This design comes from an exercise in tuning for small area, a short achievable clock period and few clock cycles on the open sky130 flow, not from production work.
Only simulation tests tie the RTL to the original design; equivalence was not proved.
Power and IR drop assume default switching activity.

### flow/design.v
`timescale 1ns/1ps
module register_file (
    input             clk,
    input             rst_n,
    input             we,
    input      [4:0]  waddr,
    input      [31:0] wdata,
    input      [4:0]  raddr1,
    input      [4:0]  raddr2,
    output     [31:0] rdata1,
    output     [31:0] rdata2
);
    reg [31:0] regs [1:31];
    reg [31:1] valid;
    always @(posedge clk) begin
        if (we && waddr != 5'd0)
            regs[waddr] <= wdata;
    end
    always @(posedge clk) begin
        if (!rst_n)
            valid <= 31'd0;
        else if (we && waddr != 5'd0)
            valid[waddr] <= 1'b1;
    end
    wire [31:0] v = {valid, 1'b0};
    wire [31:0] r1 = regs[raddr1];
    wire [31:0] r2 = regs[raddr2];
    assign rdata1 = r1 & {32{v[raddr1]}};
    assign rdata2 = r2 & {32{v[raddr2]}};
endmodule
`timescale 1ns/1ps
module riscv_core_top (
    input         clk,
    input         rst_n,
    output [31:0] imem_addr,
    input  [31:0] imem_rdata,
    output        dmem_read,
    output        dmem_write,
    output [31:0] dmem_addr,
    output [31:0] dmem_wdata,
    input  [31:0] dmem_rdata
);
    reg [31:0] e_pc;       
    reg [31:0] e_a;        
    reg [31:0] e_b;        
    reg [31:0] e_x;        
    reg [4:0]  e_rd;
    reg        e_cin;      
    reg        e_wen;      
    reg        e_load;
    reg        e_store;
    reg        e_br;       
    reg        e_br_lt;    
    reg        e_br_inv;   
    reg        e_jal;
    reg        e_jalr;
    reg        e_r_sum, e_r_lt, e_r_and, e_r_or, e_r_xor, e_r_sll, e_r_sr, e_r_pc4, e_r_tgt;
    reg        e_sra;
    wire [32:0] sum_full = {1'b0, e_a} + {1'b0, e_b} + {32'd0, e_cin};
    wire [31:0] sum = sum_full[31:0];
    wire        lt  = ~sum_full[32];           
    wire        eq  = &(e_a ^ e_b);            
    wire [31:0] pc4 = e_pc + 32'd4;
    wire [31:0] tgt = e_pc + e_x;
    wire cond  = (e_br_lt ? lt : eq) ^ e_br_inv;
    wire taken = e_jal | (e_br & cond);
    wire [31:0] npc = e_jalr ? {sum[31:1], 1'b0} :
                      taken  ? tgt : pc4;
    wire [4:0]  shamt = e_b[4:0];
    wire [31:0] sll = e_a << shamt;
    wire [31:0] sr  = $signed({e_sra & e_a[31], e_a}) >>> shamt;
    wire [31:0] alu_res = ({32{e_r_sum}} & sum) |
                          ({32{e_r_lt}}  & {31'd0, lt}) |
                          ({32{e_r_and}} & (e_a & e_b)) |
                          ({32{e_r_or}}  & (e_a | e_b)) |
                          ({32{e_r_xor}} & (e_a ^ e_b)) |
                          ({32{e_r_sll}} & sll) |
                          ({32{e_r_sr}}  & sr) |
                          ({32{e_r_pc4}} & pc4) |
                          ({32{e_r_tgt}} & tgt);
    wire [31:0] result = e_load ? dmem_rdata : alu_res;
    assign imem_addr  = npc;
    assign dmem_read  = e_load;
    assign dmem_write = e_store;
    assign dmem_addr  = sum;
    assign dmem_wdata = e_x;
    wire [31:0] ins    = imem_rdata;
    wire [6:0]  opcode = ins[6:0];
    wire [4:0]  rd     = ins[11:7];
    wire [2:0]  f3     = ins[14:12];
    wire [4:0]  rs1    = ins[19:15];
    wire [4:0]  rs2    = ins[24:20];
    wire op_r     = (opcode == 7'b0110011);
    wire op_i     = (opcode == 7'b0010011);
    wire op_load  = (opcode == 7'b0000011);
    wire op_store = (opcode == 7'b0100011);
    wire op_br    = (opcode == 7'b1100011);
    wire op_jal   = (opcode == 7'b1101111);
    wire op_jalr  = (opcode == 7'b1100111);
    wire op_lui   = (opcode == 7'b0110111);
    wire op_auipc = (opcode == 7'b0010111);
    wire [31:0] imm_i = {{20{ins[31]}}, ins[31:20]};
    wire [31:0] imm_s = {{20{ins[31]}}, ins[31:25], ins[11:7]};
    wire [31:0] imm_b = {{19{ins[31]}}, ins[31], ins[7], ins[30:25], ins[11:8], 1'b0};
    wire [31:0] imm_u = {ins[31:12], 12'b0};
    wire [31:0] imm_j = {{11{ins[31]}}, ins[31], ins[19:12], ins[20], ins[30:21], 1'b0};
    wire alu_op = op_r | op_i;
    wire f_sub  = op_r & (f3 == 3'b000) & ins[30];
    wire f_slt  = alu_op & (f3 == 3'b010);
    wire f_sltu = alu_op & (f3 == 3'b011);
    wire f_br   = op_br & (f3[2:1] != 2'b01);
    wire f_cmp_signed = f_slt | (f_br & f3[2] & ~f3[1]);
    wire f_inv_b = f_sub | f_slt | f_sltu | f_br;
    wire [31:0] rf1, rf2;
    register_file rf_u (
        .clk(clk), .rst_n(rst_n),
        .we(e_wen), .waddr(e_rd), .wdata(result),
        .raddr1(rs1), .raddr2(rs2),
        .rdata1(rf1), .rdata2(rf2)
    );
    wire [31:0] rs1_val = (e_wen && e_rd == rs1) ? result : rf1;
    wire [31:0] rs2_val = (e_wen && e_rd == rs2) ? result : rf2;
    wire        b_imm = op_i | op_load | op_store | op_jalr | op_lui;
    wire [31:0] b_imm_val = op_store ? imm_s : op_lui ? imm_u : imm_i;
    wire [31:0] b_val = b_imm ? b_imm_val : rs2_val;
    wire [31:0] a_next = (op_lui ? 32'd0 : rs1_val) ^ {f_cmp_signed, 31'd0};
    wire [31:0] b_next = (b_val ^ {f_cmp_signed, 31'd0}) ^ {32{f_inv_b}};
    wire [31:0] x_next = op_store ? rs2_val :
                         op_jal   ? imm_j :
                         op_auipc ? imm_u : imm_b;
    wire f_wen = (rd != 5'd0) & (alu_op | op_load | op_jal | op_jalr | op_lui | op_auipc);
    always @(posedge clk) begin
        e_a  <= a_next;
        e_b  <= b_next;
        e_x  <= x_next;
        e_rd <= rd;
        e_cin <= f_inv_b;
        e_br_lt  <= f3[2];
        e_br_inv <= f3[0];
        e_sra    <= ins[30];
        e_r_sum <= (alu_op & (f3 == 3'b000)) | op_lui;
        e_r_lt  <= f_slt | f_sltu;
        e_r_and <= alu_op & (f3 == 3'b111);
        e_r_or  <= alu_op & (f3 == 3'b110);
        e_r_xor <= alu_op & (f3 == 3'b100);
        e_r_sll <= alu_op & (f3 == 3'b001);
        e_r_sr  <= alu_op & (f3 == 3'b101);
        e_r_pc4 <= op_jal | op_jalr;
        e_r_tgt <= op_auipc;
        if (!rst_n) begin
            e_pc    <= 32'hFFFF_FFFC;
            e_wen   <= 1'b0;
            e_load  <= 1'b0;
            e_store <= 1'b0;
            e_br    <= 1'b0;
            e_jal   <= 1'b0;
            e_jalr  <= 1'b0;
        end else begin
            e_pc    <= npc;
            e_wen   <= f_wen;
            e_load  <= op_load;
            e_store <= op_store;
            e_br    <= f_br;
            e_jal   <= op_jal;
            e_jalr  <= op_jalr;
        end
    end
endmodule
### flow/run.sh
#!/bin/bash
# synth_recipe.tcl (not shown) runs the flow's synth.tcl, then flattens the netlist and writes it again
# the make line also repeats each setting of config.mk as NAME=value (left out here)
make -C /OpenROAD-flow-scripts/flow DESIGN_CONFIG=/design/flow/config.mk WORK_HOME=/design/flow/orfs CLKGATE_MAP_FILE= SYNTH_SCRIPT=/design/flow/synth_recipe.tcl finish
### flow/config.mk
export PLATFORM = sky130hd
export DESIGN_NAME = riscv_core_top
export DESIGN_NICKNAME = riscv_core_top
export VERILOG_FILES = /design/flow/design.v
export SDC_FILE = /design/flow/constraint.sdc
export NUM_CORES = 4
export LEC_CHECK = 0
export CAP_MARGIN = 20
export CORE_MARGIN = 2
export CORE_UTILIZATION = 45
export PLACE_DENSITY = 0.6
export SLEW_MARGIN = 20
### flow/constraint.sdc
create_clock -name core_clock -period 8.0 [get_ports {clk}]
set_input_delay 1.6000 -clock core_clock [delete_from_list [all_inputs] [get_ports {clk}]]
set_output_delay 1.6000 -clock core_clock [all_outputs]
set_load 0.01 [all_outputs]
==> run notes <==
- Vias in the first global route: 43300
- Pwr Total: 16200 uW
- Dominant synthesized flop cell: edfxtp_1
- Mapped Area: 64900 um2
- Worst flop-to-flop path startpoint: e_b[1]$_DFF_P_
- Vias per cell: 6.86
- Critical Path End Type: primary output
- Power density cells: 221 nW/um2
- HPWL Detailed: 160000 um
- Lkg Pwr: 0.0246 uW
- Initial Utilization: 0.453
- CP max FO: 26
- CTS tree: done
- RSZ-0062 raised after global routing: false
- Port Buffer Count: 163
- Setup Buffers After CTS: 0
- Crit-path cells: inv_1 -> fa_1 -> nor2b_1 -> o2111ai_1 -> and3_1 -> o21ai_1 -> a211oi_1 -> o21ba_2 -> a211oi_4 -> buf_4 -> mux2i_1 -> a21oi_1 -> clkdlybuf4s50_1
- Critical Path Start Type: flip-flop
- Clk_skew: 0.0273 ns
- Slowest CP cell: a211oi_4
- Worst-path clk slew: 0.06 ns
- Measured slew at the worst slew-check pin: 1.36 ns
- Seq/Total Area, Yosys: 0.516
- Status: finished clean
- Die width: 384 um
- Layout Nets: 4762
- Dpl cells: 6353
- Clock Latency Late Sink: 0.80 ns
- Setup_tns: 0 ns
- Final instance area: 73100 um2
- Layout cells sized above 1: 0.241
- I/O pins: 164
- DR vias: 45300
- Data required, critical path: 6.40 ns
- Layout area overhead: 12.6%
- DR iter-0 viols: 6464
- Initial antenna violation count: 13
- Synth async-reset ratio: 0
- # setup viols final: 0
- Reg2Reg Depth: 11
- Final period util: 0.928
- Placer congestion estimate: 1.06
- Final slew viol count: 0
- Worst hold path type: flip-flop to flip-flop
- Clock Tree Root: clkbuf_16
- Hold Startpoint: rf_u.valid[26]$_SDFFE_PN0P_
- Max Freq: 135 MHz
- Placed Area: 68700 um2
- Distinct cells, synth: 97
- Aggregate global routing overflow: 0
- Number of enable flip-flop cells after synthesis: 992
- Worst Hold Path EP: rf_u.valid[26]$_SDFFE_PN0P_
- Die area: 147000 um2
- Syn avg cell area: 14.4 um2
- Endpoints failing hold: 0
- Reg2reg end: rf_u.regs[29][17]$_DFFE_PP_
- Cts repair resizes: 0
- DRT Pass-1 Iters: 6
- Syn Inst Count: 4508
- Tmin final: 7.43 ns
- Largest stage delay on the critical path: 0.91 ns
- Relative slew slack: 0.0840
- Routed WL: 243000 um
- Top area cells in the synthesized netlist: edfxtp_1, mux4_2, dfxtp_1
- H-Tree Depth: 4
- Number of max-cap violations: 0
- Row count: 139
- Remaining antenna violation count: 0
- VDD IR max: 228 uV
- Core box area: 143000 um2
- Cts hold-fix bufs: 0
- Largest net degree at the start of global routing: 103
- Global-route wire length before repair: 340000 um
- Routed wire per std cell: 36.9 um
- Total nets after synthesis: 4686
- Top-area cell type share of the netlist area: 0.459
- CTS Buffer Depth: 3
- Setup CP Type: flip-flop to primary output
- Final core utilization: 0.510
- R2R Setup Slk: 2.32 ns
- Yosys reg bits: 1175
- Clk sinks: 1175
- DRC errors left: 0
- Post-synth top area cell: edfxtp_1
- Die Span Y: 384 um
- Arrival time at the worst endpoint: 5.83 ns
- Number of buffers created by CTS: 132
- Fillers: 11900
- Hold Path Stages: 1
- Post-route insts no fill: 6600
- GRT Util Overall: 0.330
- Synth warn: 2
## critical path, delay by kind of cell (launching register included)
family                     cells  cell delay, ns
buffers and inverters          3            1.27
and+or+nand+nor                2            0.47
DFF                            1            0.71
muxes                          1            0.12
AOI/OAI and AO/OA              6            1.96
adders and majority gates      1            0.49
## power by group
part	switching (uW)	total, uW	leakage, uW	internal (uW)
Sequential	173	6860	0.0106	6690
Combinational	1980	3210	0.0118	1230
Clock	2600	6090	0.00211	3480
## placed cells by master (no fill, tap or decap), drive strengths merged, types with 16 or more instances in the layout
master	instances
clkdlybuf4s50	152
clkbuf	162
xnor2	73
mux2	20
or2	16
a21oi	231
and3	22
mux4	658
edfxtp	992
o21a	47
a22oi	17
a221oi	36
a221o	32
ha	109
nand4	23
nor2	402
o211ai	39
o21ai	125
nand2	222
nand3	65
a211oi	45
nand2b	30
a21o	44
inv	128
buf	139
dfxtp	183
xor2	49
nor3	64
clkinv	58
and2	28
mux2i	184
## cells by family after synthesis
family	after synthesis	share of synthesized area
adder cells (fa/ha/maj)	112	0.0220
multiplexers	862	0.260
flip-flops	1175	0.516
XOR/XNOR	122	0.0165
AND/OR/NAND/NOR	945	0.0660
buffers and inverters	473	0.0320
AO/OA/AOI/OAI	819	0.0876
## cells in the mapped netlist, types with 12 or more instances
cell type / count
edfxtp_1: 992
mux4_2: 658
nor2_1: 401
a21oi_1: 231
nand2_1: 222
clkbuf_1: 199
mux2i_1: 184
dfxtp_1: 183
inv_1: 118
o21ai_0: 116
ha_1: 109
xnor2_1: 73
nand3_1: 65
nor3_1: 64
buf_2: 62
buf_1: 51
xor2_1: 49
o21a_1: 47
a21o_1: 44
a211oi_1: 42
o211ai_1: 39
a221o_1: 32
nand2b_1: 30
a221oi_1: 28
and2_1: 27
nand4_1: 23
and3_1: 22
buf_6: 20
buf_4: 19
mux2_2: 19
a22oi_1: 17
a31oi_1: 14
o2111ai_1: 14
o22ai_1: 14
or2_2: 14
or3_1: 14
nor2b_1: 13
a311oi_1: 12
## area by class of cell
type,count,area [um2],area share
Antenna cell,7,17.5,0.000240
Clock buffer,160,3470,0.0475
Clock inverter,80,826,0.0113
Inverter,122,458,0.00627
Multi-Input combinational cell,2860,29700,0.407
Sequential cell,1175,33500,0.458
Tap cell,1903,2380,0.0326
Timing Repair Buffer,293,2710,0.0371
## layer usage
layer	vias up	GRT usage	share of wire
met5	-	0	0.00030
met4	12	0.175	0.062
met3	618	0.0701	0.10
met2	2942	0.509	0.46
met1	23400	0.441	0.38
li1	18400	-	-
## worst max path at each step
stage                         from            end  slack [ns]  cells after the start
floorplan           e_b[2]$_DFF_P_   imem_addr[1]        2.56                     16
global placement    e_b[1]$_DFF_P_  imem_addr[27]        1.57                     13
detailed placement  e_b[1]$_DFF_P_  imem_addr[27]        1.50                     13
CTS                 e_b[1]$_DFF_P_  imem_addr[27]        0.63                     13
global route        e_b[1]$_DFF_P_  imem_addr[20]        0.25                     13
finish              e_b[1]$_DFF_P_  imem_addr[27]        0.57                     13
## state kept, by name (all words and copies together), names as in the netlist, 5 cells and up
register and cells:
rf_u.regs 992, e_a 32, e_b 32, e_pc 32, e_x 32, rf_u.valid 31
e_rd 5
## through the flow
stage	hold slack (ns)	worst slack, ns
after global routing	0.513	0.254
after floorplan	0.452	2.56
final	0.488	0.574
after CTS	0.491	0.625
after detailed placement	0.477	1.50
after global placement	0.459	1.57
Testbench counts, summed over its fixed seeds: cycles 126,435.

-- afterwards: timing with drivers on the ports --
How much do the figures lean on ideal ports? The routed layout below was timed once more, with nothing changed but the port constraints. Step 1: set_driving_cell puts a clkbuf_16 on clk and a buf_2 on each other input, an assumption about the parent block. Step 2 moves the port delays by t, midway between the first and last clock arrival at a register: inputs arrive t later, outputs are due t later. That takes back most of the time a late clock gives input paths. a / b / c = ideal / step 1 / step 2; a / b = the first two.
shift t [ns]: 0.859
setup slack, ns: 0.574 / 0.499 / 1.357
worst data-port slew with drivers (ns): 0.17
cell pins on the clock port's net: 1
After both steps setup and hold are still met in this run. The setup slack of this run moves by -0.075 ns with the drivers and by +0.783 ns with both steps.
